Background: an optimization exercise with open tools, aiming at a short achievable clock period and few clock cycles. Do not read the settings as production practice. In this exercise RTL edits were held to simulation tests only and were not proved equivalent to the original. Power and IR drop assume default switching activity.

==> config.mk <==
export PLATFORM = sky130hd
export DESIGN_NAME = mips32
export DESIGN_NICKNAME = mips32
export VERILOG_FILES = /design/flow/design.v
export SDC_FILE = /design/flow/constraint.sdc
export NUM_CORES = 4
export LEC_CHECK = 0
export CAP_MARGIN = 20
export CELL_PAD_IN_SITES_DETAIL_PLACEMENT = 1
export CELL_PAD_IN_SITES_GLOBAL_PLACEMENT = 2
export CORE_MARGIN = 2
export CORE_UTILIZATION = 40
export SETUP_SLACK_MARGIN = 2.5
export SLEW_MARGIN = 20
==> constraint.sdc <==
create_clock -name core_clock -period 7.0 [get_ports {clk}]
set_input_delay 1.4000 -clock core_clock [delete_from_list [all_inputs] [get_ports {clk}]]
set_output_delay 1.4000 -clock core_clock [all_outputs]
set_load 0.01 [all_outputs]
==> design.v <==
module mips32 #(parameter WIDTH = 32, REGBITS = 3) (
	input			clk, reset,
	input [WIDTH-1:0] 	memdata,
	output			memread, memwrite,
	output [WIDTH-1:0] 	adr, writedata
);
localparam CI = 5;			 
localparam CN = 1 << CI;		 
localparam CT = 10 - CI;		 
localparam PW = 14;			 
localparam NF = 14;
localparam NI = 16 + 3 + 3 + NF;
localparam F_ALU = 13, F_ADD = 12, F_SUB = 11, F_AND = 10, F_OR = 9,
	   F_SLT = 8, F_LD = 7, F_ST = 6, F_BEQ = 5, F_J = 4, F_URT = 3;
function [NI-1:0] predecode(input [31:0] w);
	reg [5:0] op, fn;
	reg r, addi, ld, st, beq, j, fadd, fsub, fand, fslt;
	begin
		op = w[31:26]; fn = w[5:0];
		r    = op == 6'b000000;
		addi = op == 6'b001000;
		ld   = op == 6'b100011 | op == 6'b100000;
		st   = op == 6'b101011 | op == 6'b101000;
		beq  = op == 6'b000100;
		j    = op == 6'b000010;
		fadd = fn == 6'b100000;
		fsub = fn == 6'b100010;
		fand = fn == 6'b100100;
		fslt = fn == 6'b101010;
		predecode = {w[15:0], w[18:16], w[23:21],
			r | addi, (r & fadd) | addi, r & fsub,
			r & fand, r & ~(fadd | fsub | fand | fslt), r & fslt,
			ld, st, beq, j, r | st | beq,
			(r ? w[13:11] : addi ? w[18:16] : 3'd0)};
	end
endfunction
function [2:0] i_rs(input [NI-1:0] x); i_rs = x[NF+2:NF]; endfunction
function [2:0] i_rt(input [NI-1:0] x); i_rt = x[NF+5:NF+3]; endfunction
function [2:0] i_wa(input [NI-1:0] x); i_wa = x[2:0]; endfunction
function [31:0] i_sx(input [NI-1:0] x); i_sx = {{16{x[NI-1]}}, x[NI-1:NI-16]}; endfunction
function i_useimm(input [NI-1:0] x);
	i_useimm = ~x[F_URT] | x[F_ST];
endfunction
function [31:0] alu(input [NI-1:0] x, input [31:0] a, b, be);
	reg [31:0] s, d;
	begin
		s = a + be;
		d = a - b;
		alu = ({32{x[F_ADD]}} & s) | ({32{x[F_SUB]}} & d) |
		      ({32{x[F_AND]}} & (a & b)) | ({32{x[F_OR]}} & (a | b)) |
		      {31'b0, x[F_SLT] & d[31]};
	end
endfunction
reg [9:0]	pc;			 
reg [9:0]	pc1, pc2;		 
reg [CN-1:0]	oh;			 
reg [9:0]	pf;			 
reg		pfsel;			 
reg [CN-1:0]	cv;			 
reg [CT-1:0]	ctag [0:CN-1];
reg [NI-1:0]	cins [0:CN-1];		 
reg [9:0]	ctgt [0:CN-1];		 
reg [CN-1:0]	cbp;			 
reg		iv, i1v;
reg [NI-1:0]	iins, i1ins;
reg [9:0]	itgt, ifall, ipc, i1tgt, i1fall, i1pc;
reg		ipt, i1pt;		 
reg		dv;
reg [NI-1:0]	dins;
reg [9:0]	dtgt, dfall, dpc;
reg [9:0]	dtgt1, dtgt2, dfall1, dfall2;	 
reg		dpt;
reg [31:0]	da, db, dbe;		 
reg		d1v;
reg [NI-1:0]	d1ins;
reg [9:0]	d1tgt, d1fall, d1pc;
reg [9:0]	d1tgt1, d1tgt2, d1fall1, d1fall2;
reg		d1pt;
reg [31:0]	d1a, d1b, d1be;
reg		mpend, mld, mlw;	 
reg [2:0]	mrt;
reg [31:0]	ma, msd;
reg [31:0]	rf [1:7];
wire [2:0] d_rs = i_rs(dins), d_rt = i_rt(dins), d_wa = i_wa(dins);
wire [2:0] d1_rs = i_rs(d1ins), d1_rt = i_rt(d1ins), d1_wa = i_wa(d1ins);
wire d_ld = dins[F_LD], d_st = dins[F_ST], d_beq = dins[F_BEQ], d_j = dins[F_J];
wire d1_ld = d1ins[F_LD], d1_st = d1ins[F_ST];
wire use0 = (d_rs == mrt & ~d_j) | (d_rt == mrt & dins[F_URT]);
wire use1 = d1v & ((d1_rs == mrt) | (d1_rt == mrt & d1ins[F_URT]));
wire stall = dv & mlw & (use0 | use1);
wire ex = dv & ~stall;
wire ex1 = ex & d1v;
wire [31:0] res0 = alu(dins, da, db, dbe);
wire [31:0] res1 = alu(d1ins, d1a, d1b, d1be);
wire [31:0] sum0 = da + dbe;
wire [31:0] sum1 = d1a + d1be;
wire eq = da == db;
wire acttk = d_j | (d_beq & eq);
wire redir0 = ex & (acttk != dpt);
wire eq1 = d1a == d1b;
wire acttk1 = d1ins[F_BEQ] & eq1;
wire redir1 = ex1 & ~redir0 & (acttk1 != d1pt);
wire redir = redir0 | redir1;
wire [9:0] rtgt = redir0 ? (acttk ? dtgt : dfall) : (acttk1 ? d1tgt : d1fall);
wire [9:0] rtgt1 = redir0 ? (acttk ? dtgt1 : dfall1) : (acttk1 ? d1tgt1 : d1fall1);
wire [9:0] rtgt2 = redir0 ? (acttk ? dtgt2 : dfall2) : (acttk1 ? d1tgt2 : d1fall2);
wire e_we = ex & dins[F_ALU] & (d_wa != 3'd0);
wire e1_we = ex1 & ~redir0 & d1ins[F_ALU] & (d1_wa != 3'd0);
wire m0 = d_ld | d_st;
wire m1 = d1v & ~redir0 & (d1_ld | d1_st);
wire advance = ~stall;
function [31:0] rdreg(input [2:0] r);
	if (e1_we && d1_wa == r) rdreg = res1;
	else if (e_we && d_wa == r) rdreg = res0;
	else if (mlw && mrt == r) rdreg = memdata;
	else if (r == 3'd0) rdreg = 32'd0;
	else rdreg = rf[r];
endfunction
function [31:0] bop(input [NI-1:0] x, input [31:0] v);
	bop = i_useimm(x) ? i_sx(x) : v;
endfunction
wire [NI-1:0] n_ins  = advance ? iins : dins;
wire [NI-1:0] n1_ins = advance ? i1ins : d1ins;
wire [31:0] fa  = rdreg(i_rs(n_ins));
wire [31:0] fb  = rdreg(i_rt(n_ins));
wire [31:0] fa1 = rdreg(i_rs(n1_ins));
wire [31:0] fb1 = rdreg(i_rt(n1_ins));
wire [CN-1:0] oh1 = {oh[CN-2:0], oh[CN-1]};
wire [CN-1:0] oh2 = {oh[CN-3:0], oh[CN-1:CN-2]};
reg [NI-1:0] c_ins, l_ins;
reg [9:0] c_tgt, ltgt, l2tgt;
reg [CT-1:0] c_tag, l_tag, l2_tag;
reg c_v, l_v, l2_v, c_bp, l_bp, l2_j;
integer k;
always @(*) begin
	c_ins = {NI{1'b0}}; l_ins = {NI{1'b0}};
	c_tgt = 10'd0; ltgt = 10'd0; l2tgt = 10'd0;
	c_tag = {CT{1'b0}}; l_tag = {CT{1'b0}}; l2_tag = {CT{1'b0}};
	c_v = 1'b0; l_v = 1'b0; l2_v = 1'b0; c_bp = 1'b0; l_bp = 1'b0; l2_j = 1'b0;
	for (k = 0; k < CN; k = k + 1) begin
		c_ins = c_ins | ({NI{oh[k]}} & cins[k]);
		c_tgt = c_tgt | ({10{oh[k]}} & ctgt[k]);
		c_tag = c_tag | ({CT{oh[k]}} & ctag[k]);
		c_v = c_v | (oh[k] & cv[k]);
		c_bp = c_bp | (oh[k] & cbp[k]);
		l_ins = l_ins | ({NI{oh1[k]}} & cins[k]);
		ltgt = ltgt | ({10{oh1[k]}} & ctgt[k]);
		l_tag = l_tag | ({CT{oh1[k]}} & ctag[k]);
		l_v = l_v | (oh1[k] & cv[k]);
		l_bp = l_bp | (oh1[k] & cbp[k]);
		l2tgt = l2tgt | ({10{oh2[k]}} & ctgt[k]);
		l2_tag = l2_tag | ({CT{oh2[k]}} & ctag[k]);
		l2_v = l2_v | (oh2[k] & cv[k]);
		l2_j = l2_j | (oh2[k] & cins[k][F_J]);
	end
end
function [CN-1:0] dec(input [CI-1:0] x);
	dec = {{(CN-1){1'b0}}, 1'b1} << x;
endfunction
wire fhit = c_v & (c_tag == pc[9:CI]);
wire fmem = ~mpend & ~pfsel;		 
wire fgot = fhit | fmem;
wire [NI-1:0] m_ins = predecode(memdata);
wire [NI-1:0] f_ins = fhit ? c_ins : m_ins;
wire [9:0] m_tgt = m_ins[F_J] ? memdata[9:0] : pc1 + memdata[9:0];
wire c_pt = c_ins[F_J] | (c_ins[F_BEQ] & c_bp);
wire f_pt = fhit & c_pt;
wire lhit = l_v & (l_tag == pc1[9:CI]);
wire lfold = lhit & l_ins[F_J];
wire [9:0] f_fall = lfold ? ltgt : pc1;
wire l2hit = l2_v & (l2_tag == pc2[9:CI]);
wire l2fold = l2hit & l2_j;
wire c_mem = c_ins[F_LD] | c_ins[F_ST];
wire l_mem = l_ins[F_LD] | l_ins[F_ST];
wire [2:0] c_wa = i_wa(c_ins), c_rt = i_rt(c_ins);
wire [2:0] l_rs = i_rs(l_ins), l_rt = i_rt(l_ins), l_wa = i_wa(l_ins);
wire dep = (c_wa != 3'd0 & (c_wa == l_rs | (l_ins[F_URT] & c_wa == l_rt))) |
	   (c_ins[F_LD] & c_rt != 3'd0 &
	    (c_rt == l_rs | (l_ins[F_URT] & c_rt == l_rt) | c_rt == l_wa));
wire c_bnt = c_ins[F_BEQ] & ~c_bp;	 
wire l_pt = l_ins[F_BEQ] & l_bp;
wire pair = fhit & lhit & (c_ins[F_ALU] | c_mem | c_bnt) &
	    (l_ins[F_ALU] | l_mem | l_ins[F_BEQ]) &
	    ~(c_mem & l_mem) & ~(c_ins[F_BEQ] & l_ins[F_BEQ]) & ~dep;
wire [9:0] l_fall = l2fold ? l2tgt : pc2;
wire [9:0] ltgt1 = ltgt + 10'd1, ltgt2 = ltgt + 10'd2;
wire [9:0] l2tgt1 = l2tgt + 10'd1, l2tgt2 = l2tgt + 10'd2;
wire [9:0] c_tgt1 = c_tgt + 10'd1, c_tgt2 = c_tgt + 10'd2;
wire [9:0] pc3 = pc2 + 10'd1, pc4 = pc2 + 10'd2;
reg [9:0] pc_n, pc1_n, pc2_n;
reg [CN-1:0] oh_n;
reg nhit;				 
always @(*) begin
	if (reset) begin
		pc_n = 10'd0; pc1_n = 10'd1; pc2_n = 10'd2; nhit = 1'b0;
		oh_n = dec(0);
	end else if (advance & redir) begin
		pc_n = rtgt; pc1_n = rtgt1; pc2_n = rtgt2; nhit = 1'b0;
		oh_n = dec(rtgt[CI-1:0]);
	end else if (advance & pair) begin
		if (l_pt) begin
			pc_n = ltgt; pc1_n = ltgt1; pc2_n = ltgt2; oh_n = dec(ltgt[CI-1:0]);
		end else if (l2fold) begin
			pc_n = l2tgt; pc1_n = l2tgt1; pc2_n = l2tgt2; oh_n = dec(l2tgt[CI-1:0]);
		end else begin
			pc_n = pc2; pc1_n = pc3; pc2_n = pc4; oh_n = oh2;
		end
		nhit = ~l_pt & ~l2fold & l2hit;
	end else if (advance & fgot) begin
		if (f_pt) begin
			pc_n = c_tgt; pc1_n = c_tgt1; pc2_n = c_tgt2; oh_n = dec(c_tgt[CI-1:0]);
		end else if (lfold) begin
			pc_n = ltgt; pc1_n = ltgt1; pc2_n = ltgt2; oh_n = dec(ltgt[CI-1:0]);
		end else begin
			pc_n = pc1; pc1_n = pc2; pc2_n = pc3; oh_n = oh1;
		end
		nhit = ~f_pt & ~lfold & lhit;
	end else begin
		pc_n = pc; pc1_n = pc1; pc2_n = pc2; nhit = fhit;
		oh_n = oh;
	end
end
wire mpend_n = ~reset & ex & (m0 | m1);
wire pfdo = pfsel & ~mpend;		 
wire [9:0] pf_a = pfdo ? pf + 10'd1 : pf;
wire [9:0] pf_d = pf_a - pc;
wire pf_ok = pf_d != 10'd0 && pf_d <= PW;
wire fill = ~reset & (fmem | pfdo);
wire [9:0] fa_adr = pfdo ? pf : pc;
wire [CN-1:0] woh = pfdo ? dec(pf[CI-1:0]) : oh;
wire [CN-1:0] boh0 = dec(dpc[CI-1:0]), boh1 = dec(d1pc[CI-1:0]);
wire [9:0] w_tgt = m_ins[F_J] ? memdata[9:0] : (pfdo ? pf + 10'd1 : pc1) + memdata[9:0];
wire w_bp = memdata[23:21] == memdata[18:16];
integer i;
always @(posedge clk) begin
	for (i = 1; i < 8; i = i + 1) begin
		if (e1_we && d1_wa == i) rf[i] <= res1;
		else if (e_we && d_wa == i) rf[i] <= res0;
		else if (mlw && mrt == i) rf[i] <= memdata;
	end
	ma  <= m0 ? sum0 : sum1;
	msd <= m0 ? db : d1b;
	mrt <= m0 ? d_rt : d1_rt;
	mld <= m0 ? d_ld : d1_ld;
	mpend <= mpend_n;
	mlw <= ~reset & ex & (m0 ? d_ld & (d_rt != 3'd0) : m1 & d1_ld & (d1_rt != 3'd0));
	for (i = 0; i < CN; i = i + 1) begin
		if (reset) cv[i] <= 1'b0;
		else if (fill & woh[i]) cv[i] <= 1'b1;
		if (fill & woh[i]) begin
			ctag[i] <= fa_adr[9:CI];
			cins[i] <= m_ins;
			ctgt[i] <= w_tgt;
		end
		if (fill & ~(fmem & fhit) & woh[i]) cbp[i] <= w_bp;
		else if (ex & d_beq & boh0[i]) cbp[i] <= eq;
		else if (ex1 & d1ins[F_BEQ] & boh1[i]) cbp[i] <= eq1;
	end
	pc <= pc_n;
	oh <= oh_n;
	pc1 <= pc1_n;
	pc2 <= pc2_n;
	pfsel <= mpend_n ? 1'b0 : nhit & pf_ok;
	pf <= reset ? 10'd0 : pf_ok ? pf_a : pc1;
	if (reset) begin
		iv <= 1'b0;
		i1v <= 1'b0;
	end else if (advance) begin
		iv <= fgot & ~redir;
		i1v <= pair & ~redir;
	end
	if (advance) begin
		iins  <= f_ins;
		itgt  <= fhit ? c_tgt : m_tgt;
		ifall <= f_fall;
		ipc   <= pc;
		ipt   <= f_pt;
		i1ins <= l_ins;
		i1tgt <= ltgt;
		i1fall <= l_fall;
		i1pc  <= pc1;
		i1pt  <= l_pt;
	end
	if (reset) begin
		dv <= 1'b0;
		d1v <= 1'b0;
	end else if (advance) begin
		dv <= iv & ~redir;
		d1v <= i1v & ~redir;
	end
	if (advance) begin
		dins  <= iins;
		dtgt  <= itgt;
		dfall <= ifall;
		dtgt1 <= itgt + 10'd1;
		dtgt2 <= itgt + 10'd2;
		dfall1 <= ifall + 10'd1;
		dfall2 <= ifall + 10'd2;
		dpc   <= ipc;
		dpt   <= ipt;
		d1ins <= i1ins;
		d1tgt <= i1tgt;
		d1fall <= i1fall;
		d1tgt1 <= i1tgt + 10'd1;
		d1tgt2 <= i1tgt + 10'd2;
		d1fall1 <= i1fall + 10'd1;
		d1fall2 <= i1fall + 10'd2;
		d1pc  <= i1pc;
		d1pt  <= i1pt;
	end
	da   <= fa;
	db   <= fb;
	dbe  <= bop(n_ins, fb);
	d1a  <= fa1;
	d1b  <= fb1;
	d1be <= bop(n1_ins, fb1);
end
assign memread = 1'b1;
assign memwrite = mpend & ~mld;
assign writedata = msd;
assign adr = {ma[31:12], (mpend ? ma[11:2] : pfsel ? pf : pc), ma[1:0]};
endmodule
==> run.sh <==
#!/bin/bash
# synth_recipe.tcl (not shown) runs the flow's synth.tcl, then flattens the netlist and writes it again
# the make line also repeats each setting of config.mk as NAME=value (left out here)
make -C /OpenROAD-flow-scripts/flow DESIGN_CONFIG=/design/flow/config.mk WORK_HOME=/design/flow/orfs CLKGATE_MAP_FILE= SYNTH_SCRIPT=/design/flow/synth_recipe.tcl finish
==> results of run 1 <==
## per-layer routing
| metal | up-vias | track usage (%) |
|---|---|---|
| met4 | 18 | 29.6 |
| li1 | 49900 | - |
| met3 | 2884 | 12.5 |
| met1 | 66100 | 57.8 |
| met2 | 11100 | 64.5 |
| met5 | - | 0 |
## logic make-up after synthesis
group,Yosys count
compound gates,4415
xor+xnor,329
fa+ha+maj,322
buf+inv,1443
flops,2581
mux,281
other cells,1
simple gates,3393
## final timing paths
kind	from	end	slack, ns	cells after the start
max reg2reg	d1ins[18]$_DFF_P_	d1a[10]$_DFF_P_	2.25	14
max	d1ins[18]$_DFF_P_	d1a[10]$_DFF_P_	2.25	14
min reg2reg	i1ins[13]$_DFFE_PN_	d1ins[13]$_DFFE_PN_	0.42	0
min	i1ins[13]$_DFFE_PN_	d1ins[13]$_DFFE_PN_	0.42	0
## cells in the mapped netlist (17+ instances only)
library cell / n
xnor2_1: 225
a32oi_1: 21
nand3_1: 313
buf_6: 79
a21o_1: 101
a22oi_1: 1680
a221o_1: 31
nor3_1: 158
nor4_2: 17
o22ai_1: 89
edfxtp_1: 2162
buf_4: 44
xor2_1: 104
inv_1: 302
or3_1: 48
ha_1: 315
mux2_2: 89
or4_1: 53
nand2b_1: 50
o21ai_0: 681
o21a_1: 23
nor2b_1: 45
a31oi_1: 108
a221oi_1: 299
and2_1: 25
buf_2: 237
nand2_1: 1432
dfxtp_1: 419
nor4_1: 72
nor2_1: 598
buf_1: 206
o21bai_1: 31
o31ai_1: 36
o211ai_1: 191
clkbuf_1: 562
nand4_1: 436
or2_2: 17
a311oi_1: 39
a211oi_1: 102
o221ai_1: 34
a21oi_1: 579
mux2i_1: 174
and3_1: 62
o21ai_1: 21
a22o_1: 196
## power breakdown
group	total [W]	internal, W	switching [W]	leakage (nW)
combinational	0.0174	0.00521	0.0122	25.8
clock	0.0164	0.00933	0.00712	4.87
sequential	0.0190	0.0179	0.00103	23.8
## through the flow
step,total power (W),instances,setup slack (ns)
detailed placement,0.0351,16900,0.674
finish,0.0528,17600,2.25
global placement,0.0349,16800,0.570
floorplan,0.0271,12800,1.47
global route,0.0540,17600,2.39
CTS,0.0519,17500,2.25
## area by class of cell
type	instances	area [µm²]
tap	4536	5680
clock inverter	192	1990
clock buffer	365	8030
timing repair inverter	2	17.5
fill	35700	181000
inverter	315	1220
multi-input combinational	8748	59600
timing repair buffer	856	8600
antenna	36	90.1
sequential	2581	73500
## flip-flops by register name (all words and copies together) (netlist names), 32 cells and up
| register | cells |
|---|---|
| cv | 32 |
| da | 32 |
| i1ins | 35 |
| d1ins | 35 |
| d1be | 32 |
| iins | 36 |
| dbe | 32 |
| oh | 32 |
| cbp | 32 |
| dins | 36 |
| rf | 224 |
| ctag | 160 |
| ma | 32 |
| cins | 1152 |
| msd | 32 |
| ctgt | 320 |
| db | 32 |
| d1a | 32 |
| d1b | 32 |
## what timing repair did
item,4_1_cts,5_1_grt
buffers inserted,97,67
endpoints found under the setup margin,815,684
pin swaps,27,34
gates cloned,8,7
hold buffers,0,0
resized for setup,292,233
## worst max-delay path, delay by kind of cell, from the launching register on
kind | cells | cell delay, ns
DFF | 1 | 0.53
muxes | 1 | 0.36
AOI/OAI and AO/OA | 7 | 2.04
buffers and inverters | 3 | 0.83
xor gates and xnor gates | 2 | 0.35
and+or+nand+nor | 1 | 0.20
==> flow_summary.ini, run 1 <==
[yosys]
synth_top_family_by_area = compound AO/OA/AOI/OAI gates
netlist_area_mm2 = 0.137
yosys_register_bits = 2581
synth_top_area_share_pct = 47.5
yosys_warnings = 37
synth_fa_ha_area_share_pct = 2.99
async_flop_share_pct = 0
ys.flop_type = edfxtp_1
synth_compound_area_share_pct = 22.6
ys_seq_area_share_pct = 53.7
syn-num-nets = 13100
ys_types = 105
synthMuxAreaShare_pct = 2.27
synth_xor_area_share_pct = 2.11
synthTopCellsByArea = edfxtp_1, a22oi_1, dfxtp_1
synth_edf_count = 2162
avgSynthCellArea_um2 = 10.7
yosys.area_share.simple_pct = 11.7
post-synth-top-area-cell = edfxtp_1
syn_inst = 12800

[clocking]
cts_tree = built
clk_transition_reported_paths_ns = 0.06
cts.sinks = 2581
cts_max_path_buffers = 4
htreeDepth = 5
numCtsBuffers = 305
root_buffer = clkbuf_16
clock_latency_ns = 1.01

[drt]
via_per_inst = 7.37
drc = 0
met1_length_mm = 301
drt_iter0_drc = 22400
met2_length_mm = 333
routed_wl_mm = 803
firstDrtPassIters = 9
route.met3.wl_mm = 104
vias = 130000
top_layer_used = met5
wire_per_inst_um = 45.6
antenna_left = 0

[floorplanning]
die-area_mm2 = 0.346
die_w_um = 588
start_util_pct = 40.2
pin_count = 100
rows = 214
core_area_mm2 = 0.340
die_y_um = 588

[sta]
hold_ws_ns = 0.422
setup_violations = 0
skew_ns = 0.0992
rsz0062_at_grt = true
fin_tns_setup_ns = 0
slew_headroom_pct = 16.5
worst_pin_slew_ns = 1.25
maxSlewViolCount = 0
fin_crit_ns = 4.75
finalHoldViolations = 0
fmax_mhz = 211
finalCritPeriodShare_pct = 67.9

[placed_design]
port_buffers = 98
post_dp_cell_area_mm2 = 0.144
gp_congestion = 1.02
post-dp-hpwl_mm = 499

[grt]
grt_pass1_vias = 125000
grt_max_degree = 87
overflow = 0
grt.total_usage_pct = 44.5
grt_pass1_wl_mm = 1070
antenna_found_initial = 73

[worst_setup_path]
crit_arrival_ns = 5.54
worstPathRequired_ns = 7.79
cpMaxStageDelayCell = a211oi_1
path_max_fanout = 62
crit_type = reg2reg
crit_path_frequent_cell = a211oi_1
cp_slowest_stage_delay_ns = 0.75
endpoint_kind = register
startpoint_type = register
path_cells = xnor2_1 -> o2111ai_1 -> a21boi_2 -> o211a_4 -> inv_16 -> mux2i_4 -> buf_4 -> xnor2_1 -> nor4_4 -> buf_12 -> a211oi_1 -> a211oi_1 -> a211oi_1 -> a21o_1

[final_layout]
post-route-util_pct = 46.7
layout_commonest_cell = edfxtp_1
area_growth_pct = 16.2
nets = 13200
mostFrequentLayoutCells = edfxtp_1, a22oi_1, nand2_1, o21ai_0, a21oi_1
drive_gt1_share_pct = 14.3
fin_area_mm2 = 0.159

[pwr]
ir_worst_vdd_mv = 0.279
power_density_mw_per_mm2 = 333
p_leak_nw = 54.5

[run_status]
run_status = complete, no violations

[flow_run]
cap_violations = 0

[hold_path]
worstHoldPathType = reg2reg
Testbench counts, summed over its fixed seeds: cycles 24,695.
==> run 2, diff against run 1 <==
--- a/design.v
+++ b/design.v
@@ -82,4 +82,10 @@
 reg [31:0]	ma, msd;
 reg [31:0]	rf [1:7];
+reg		jb_v;
+reg [9:0]	jb_j;			 
+reg [NI-1:0]	jb_ins;			 
+reg [9:0]	jb_t, jb_t1, jb_t2, jb_t3;	 
+reg		jf_p;			 
+reg [9:0]	jf_j, jf_t;
 wire [2:0] d_rs = i_rs(dins), d_rt = i_rt(dins), d_wa = i_wa(dins);
 wire [2:0] d1_rs = i_rs(d1ins), d1_rt = i_rt(d1ins), d1_wa = i_wa(d1ins);
@@ -165,5 +171,8 @@
 wire [9:0] m_tgt = m_ins[F_J] ? memdata[9:0] : pc1 + memdata[9:0];
 wire c_pt = c_ins[F_J] | (c_ins[F_BEQ] & c_bp);
-wire f_pt = fhit & c_pt;
+wire m_pt = m_ins[F_J] | (m_ins[F_BEQ] & memdata[23:21] == memdata[18:16]);
+wire f_pt = fhit ? c_pt : m_pt;
+wire [9:0] m_tgt1 = m_ins[F_J] ? memdata[9:0] + 10'd1 : pc2 + memdata[9:0];
+wire [9:0] m_tgt2 = m_ins[F_J] ? memdata[9:0] + 10'd2 : pc2 + memdata[9:0] + 10'd1;
 wire lhit = l_v & (l_tag == pc1[9:CI]);
 wire lfold = lhit & l_ins[F_J];
@@ -184,4 +193,12 @@
 	    ~(c_mem & l_mem) & ~(c_ins[F_BEQ] & l_ins[F_BEQ]) & ~dep;
 wire [9:0] l_fall = l2fold ? l2tgt : pc2;
+wire t_mem = jb_ins[F_LD] | jb_ins[F_ST];
+wire [2:0] t_rs = i_rs(jb_ins), t_rt = i_rt(jb_ins), t_wa = i_wa(jb_ins);
+wire tdep = (c_wa != 3'd0 & (c_wa == t_rs | (jb_ins[F_URT] & c_wa == t_rt))) |
+	    (c_ins[F_LD] & c_rt != 3'd0 &
+	     (c_rt == t_rs | (jb_ins[F_URT] & c_rt == t_rt) | c_rt == t_wa));
+wire jb_ok = jb_v & (jb_j == pc1) & (jb_ins[F_ALU] | t_mem);
+wire tpair = fhit & lfold & jb_ok & (c_ins[F_ALU] | c_mem | c_bnt) &
+	     ~(c_mem & t_mem) & ~tdep;
 wire [9:0] ltgt1 = ltgt + 10'd1, ltgt2 = ltgt + 10'd2;
 wire [9:0] l2tgt1 = l2tgt + 10'd1, l2tgt2 = l2tgt + 10'd2;
@@ -207,7 +224,12 @@
 		end
 		nhit = ~l_pt & ~l2fold & l2hit;
+	end else if (advance & tpair) begin
+		pc_n = jb_t1; pc1_n = jb_t2; pc2_n = jb_t3; nhit = 1'b0;
+		oh_n = dec(jb_t1[CI-1:0]);
 	end else if (advance & fgot) begin
-		if (f_pt) begin
+		if (f_pt & fhit) begin
 			pc_n = c_tgt; pc1_n = c_tgt1; pc2_n = c_tgt2; oh_n = dec(c_tgt[CI-1:0]);
+		end else if (f_pt) begin
+			pc_n = m_tgt; pc1_n = m_tgt1; pc2_n = m_tgt2; oh_n = dec(m_tgt[CI-1:0]);
 		end else if (lfold) begin
 			pc_n = ltgt; pc1_n = ltgt1; pc2_n = ltgt2; oh_n = dec(ltgt[CI-1:0]);
@@ -259,4 +281,17 @@
 	pc <= pc_n;
 	oh <= oh_n;
+	jf_p <= ~reset & advance & ~redir & fgot & ~f_pt & lfold & ~pair & ~tpair;
+	jf_j <= pc1;
+	jf_t <= ltgt;
+	if (reset) jb_v <= 1'b0;
+	else if (jf_p & fhit & (pc == jf_t)) begin
+		jb_v  <= 1'b1;
+		jb_j  <= jf_j;
+		jb_ins <= c_ins;
+		jb_t  <= pc;
+		jb_t1 <= pc1;
+		jb_t2 <= pc2;
+		jb_t3 <= pc2 + 10'd1;
+	end
 	pc1 <= pc1_n;
 	pc2 <= pc2_n;
@@ -268,5 +303,5 @@
 	end else if (advance) begin
 		iv <= fgot & ~redir;
-		i1v <= pair & ~redir;
+		i1v <= (pair | tpair) & ~redir;
 	end
 	if (advance) begin
@@ -276,9 +311,9 @@
 		ipc   <= pc;
 		ipt   <= f_pt;
-		i1ins <= l_ins;
+		i1ins <= tpair ? jb_ins : l_ins;
 		i1tgt <= ltgt;
 		i1fall <= l_fall;
-		i1pc  <= pc1;
-		i1pt  <= l_pt;
+		i1pc  <= tpair ? jb_t : pc1;
+		i1pt  <= l_pt & ~tpair;
 	end
 	if (reset) begin
==> run 2 against run 1 <==
  * Still clean
  * First-iteration DRC count rose by 6.3%
  * Die area rose by 4.6%
  * Final cell count rose by 6.0%
  * Clock skew fell by 0.0069 ns
  * Global-route usage rose by 0.56 points
  * Combinational power rose by 11%
  * Sequential power rose by 5%
  * Worst setup slack improved by 0.076 ns
  * Hold slack got worse by 0.019 ns
  * Non-clock buffer count rose by 286
  * Synthesized area rose by 4.6%
  * Highest routed layer unchanged
==> flow_summary.ini, run 2 <==
[clocking]
clock_latency_ns = 1.01
clk_transition_reported_paths_ns = 0.06
numCtsBuffers = 314
cts_tree = built
ctsHoldBuffers = 0
cts_max_path_buffers = 4
root_buffer = clkbuf_16
cts.sinks = 2683
htreeDepth = 5

[final_layout]
reg_top3 = cins (1152), ctgt (320), rf (224)
largest-register = cins
mostFrequentLayoutCells = edfxtp_1, a22oi_1, nand2_1, buf_4, o21ai_0
layoutNonFillerInstCount = 18700
layout_commonest_cell = edfxtp_1
drive_gt1_share_pct = 17.1
nFillCells = 37400
nets = 14000
area_growth_pct = 19.0
largest_reg_flops = 1152

[sta]
fmax_mhz = 214
fin_crit_ns = 4.67
fin_tns_setup_ns = 0
finalCritPeriodShare_pct = 66.8
slew_headroom_pct = 13.4
skew_ns = 0.0923
finalHoldViolations = 0
worst_pin_slew_ns = 1.30
rsz0062_at_grt = true
setup_violations = 0
maxSlewViolCount = 0

[yosys]
synth_top_area_share_pct = 47.1
yosys_register_bits = 2683
synthTopCellsByCount = edfxtp_1, a22oi_1, nand2_1
netlist_area_mm2 = 0.143
ys.flop_type = edfxtp_1
async_flop_share_pct = 0
synthTopCellsByArea = edfxtp_1, a22oi_1, dfxtp_1
avgSynthCellArea_um2 = 10.7
synth_most_common_cell = edfxtp_1
ys_seq_area_share_pct = 53.3
yosys_warnings = 37
post-synth-top-area-cell = edfxtp_1
syn-num-nets = 13700
synth_edf_count = 2242
ys_types = 110
syn_inst = 13400

[grt]
grt_pass1_wl_mm = 1140
grt_max_degree = 163
grt_pass1_vias = 133000
overflow = 0
antenna_found_initial = 62
grt.total_usage_pct = 45.0

[floorplanning]
start_util_pct = 40.2
die-area_mm2 = 0.362
die_w_um = 602
rows = 219
core_area_mm2 = 0.356
die_y_um = 602
pin_count = 100

[worst_setup_path]
cp_slowest_stage_delay_ns = 0.76
worstPathRequired_ns = 5.60
r2r_slack_ns = 2.33
path_max_fanout = 5
cpMaxStageDelayCell = dfxtp_1
r2r-start = oh[29]$_SDFFE_PP0P_
crit_arrival_ns = 3.27
path_cells = mux2i_1 -> o21ai_2 -> clkdlybuf4s50_1
crit_type = reg2out
endpoint_kind = output pin
worst-r2r-cell-count = 13
r2r-end = oh[11]$_SDFFE_PP0P_
startpoint_type = register

[drt]
drc = 0
firstDrtPassIters = 27
antenna_left = 0
vias = 137000
routed_wl_mm = 849
via_per_inst = 7.35
drt_iter0_drc = 23800
wire_per_inst_um = 45.4

[placed_design]
gp_congestion = 1.03
dp.cells = 17700
post-dp-hpwl_mm = 538
port_buffers = 98

[pwr]
p_leak_nw = 59.0
power_density_mw_per_mm2 = 331
ir_worst_vdd_mv = 0.336

[hold_path]
hold_end = jb_j[3]$_DFFE_PP_
worstHoldPathType = reg2reg
hold_start = jf_j[3]$_DFF_P_
holdPathStages = 0

[run_status]
run_status = complete, no violations

[flow_run]
cap_violations = 0
## run 2: metrics by stage
stage / setup WS (ns) / area, µm² / total power [W] / utilization (%) / hold WS, ns
floorplan: 1.78 / 143000 / 0.0288 / - / 0.363
global placement: 0.0995 / 152000 / 0.0370 / 42.7 / 0.385
detailed placement: 1.05 / 152000 / 0.0372 / 42.7 / 0.390
CTS: 2.44 / 168000 / 0.0551 / 47.2 / 0.401
global route: 2.31 / 170000 / 0.0575 / 47.8 / 0.407
finish: 2.33 / 170000 / 0.0563 / 47.8 / 0.403
## run 2: worst max path at each step
stage          cells after the start                   to  slack (ns)          startpoint
4_1_cts                           13      d1a[29]$_DFF_P_        2.44      mrt[2]$_DFF_P_
2_1_floorplan                     12     cbp[5]$_DFFE_PP_        1.78  oh[5]$_SDFFE_PP0P_
3_5_place_dp                      13      d1a[29]$_DFF_P_        1.05      mrt[2]$_DFF_P_
6_report                           3               adr[7]        2.33  pc[5]$_SDFFE_PP0P_
5_1_grt                           17  oh[22]$_SDFFE_PP0P_        2.31  oh[4]$_SDFFE_PP0P_
3_3_place_gp                      13  oh[11]$_SDFFE_PP0P_         0.1  oh[3]$_SDFFE_PP0P_
## run 2: kinds of logic after synthesis
group	Yosys count	synth area share, %
mux	366	2.68
other cells	1	0.00262
simple gates	3373	11.3
flops	2683	53.3
compound gates	4669	22.9
xor+xnor	397	2.45
fa+ha+maj	337	2.99
buf+inv	1531	4.33
## run 2: area by class of cell
cell class	count	area [µm²]	share of cell area, %
sequential	2683	76300	44.9
clock inverter	181	1930	1.14
antenna	34	85.1	0.0500
inverter	342	1360	0.798
multi-input combinational	9161	64400	37.8
timing repair buffer	1142	11500	6.79
tap	4751	5940	3.50
clock buffer	392	8490	4.99
## run 2: repair_timing
action,4_1_cts,5_1_grt
cloned,18,8
setup buffers,262,68
pin swaps,90,90
gates resized for setup,521,305
setup endpoints to repair,827,545
## run 2: power breakdown
| part | internal, W | total, W | switching, W |
|---|---|---|---|
| combinational | 0.00605 | 0.0193 | 0.0133 |
| clock | 0.00971 | 0.0171 | 0.00739 |
| sequential | 0.0188 | 0.0199 | 0.00108 |
## run 2: worst max-delay path: cells and delay by family, from the launching register on
family,cells,cell delay [ns]
DFF,1,0.76
buffers and inverters,1,0.64
muxes,1,0.43
AOI/OAI and AO/OA,1,0.45
## run 2: layer usage
layer / GRT usage [%] / wire [µm]
met5: 0.251 / 467
met4: 28.8 / 66700
met3: 14.8 / 112000
met2: 65.0 / 350000
met1: 57.8 / 320000
Testbench counts of run 2, summed over its fixed seeds: cycles 22,994.

[port drivers added, routing unchanged]
The results above use ideal ports. As a check the final layouts listed here were re-extracted and re-timed, cells and wires unchanged.
Step 1: set_driving_cell puts a clkbuf_16 on clk and a buf_2 on each other input, an assumption about the parent block.
Step 2 also shifts input and output timing later by t, the mid clock arrival at the registers, as if the neighbouring blocks saw the same clock.
Three values: no drivers, after step 1, after step 2; two values: the first two.
| run | t, ns | setup WS [ns] | latest minus earliest clock arrival (ns) | worst slew at a driven data input, ns |
|---|---|---|---|---|
| run 1 | 1.088 | 2.250 / 2.250 / 1.428 | 0.100 / 0.099 | 0.42 |
| run 2 | 1.087 | 2.326 / 2.201 / 1.518 | 0.099 / 0.099 | 0.31 |
After both steps setup and hold are still met in every run listed. The setup slack of run 1, which loses most, moves by 0.000 ns with the drivers and by -0.822 ns with both steps.
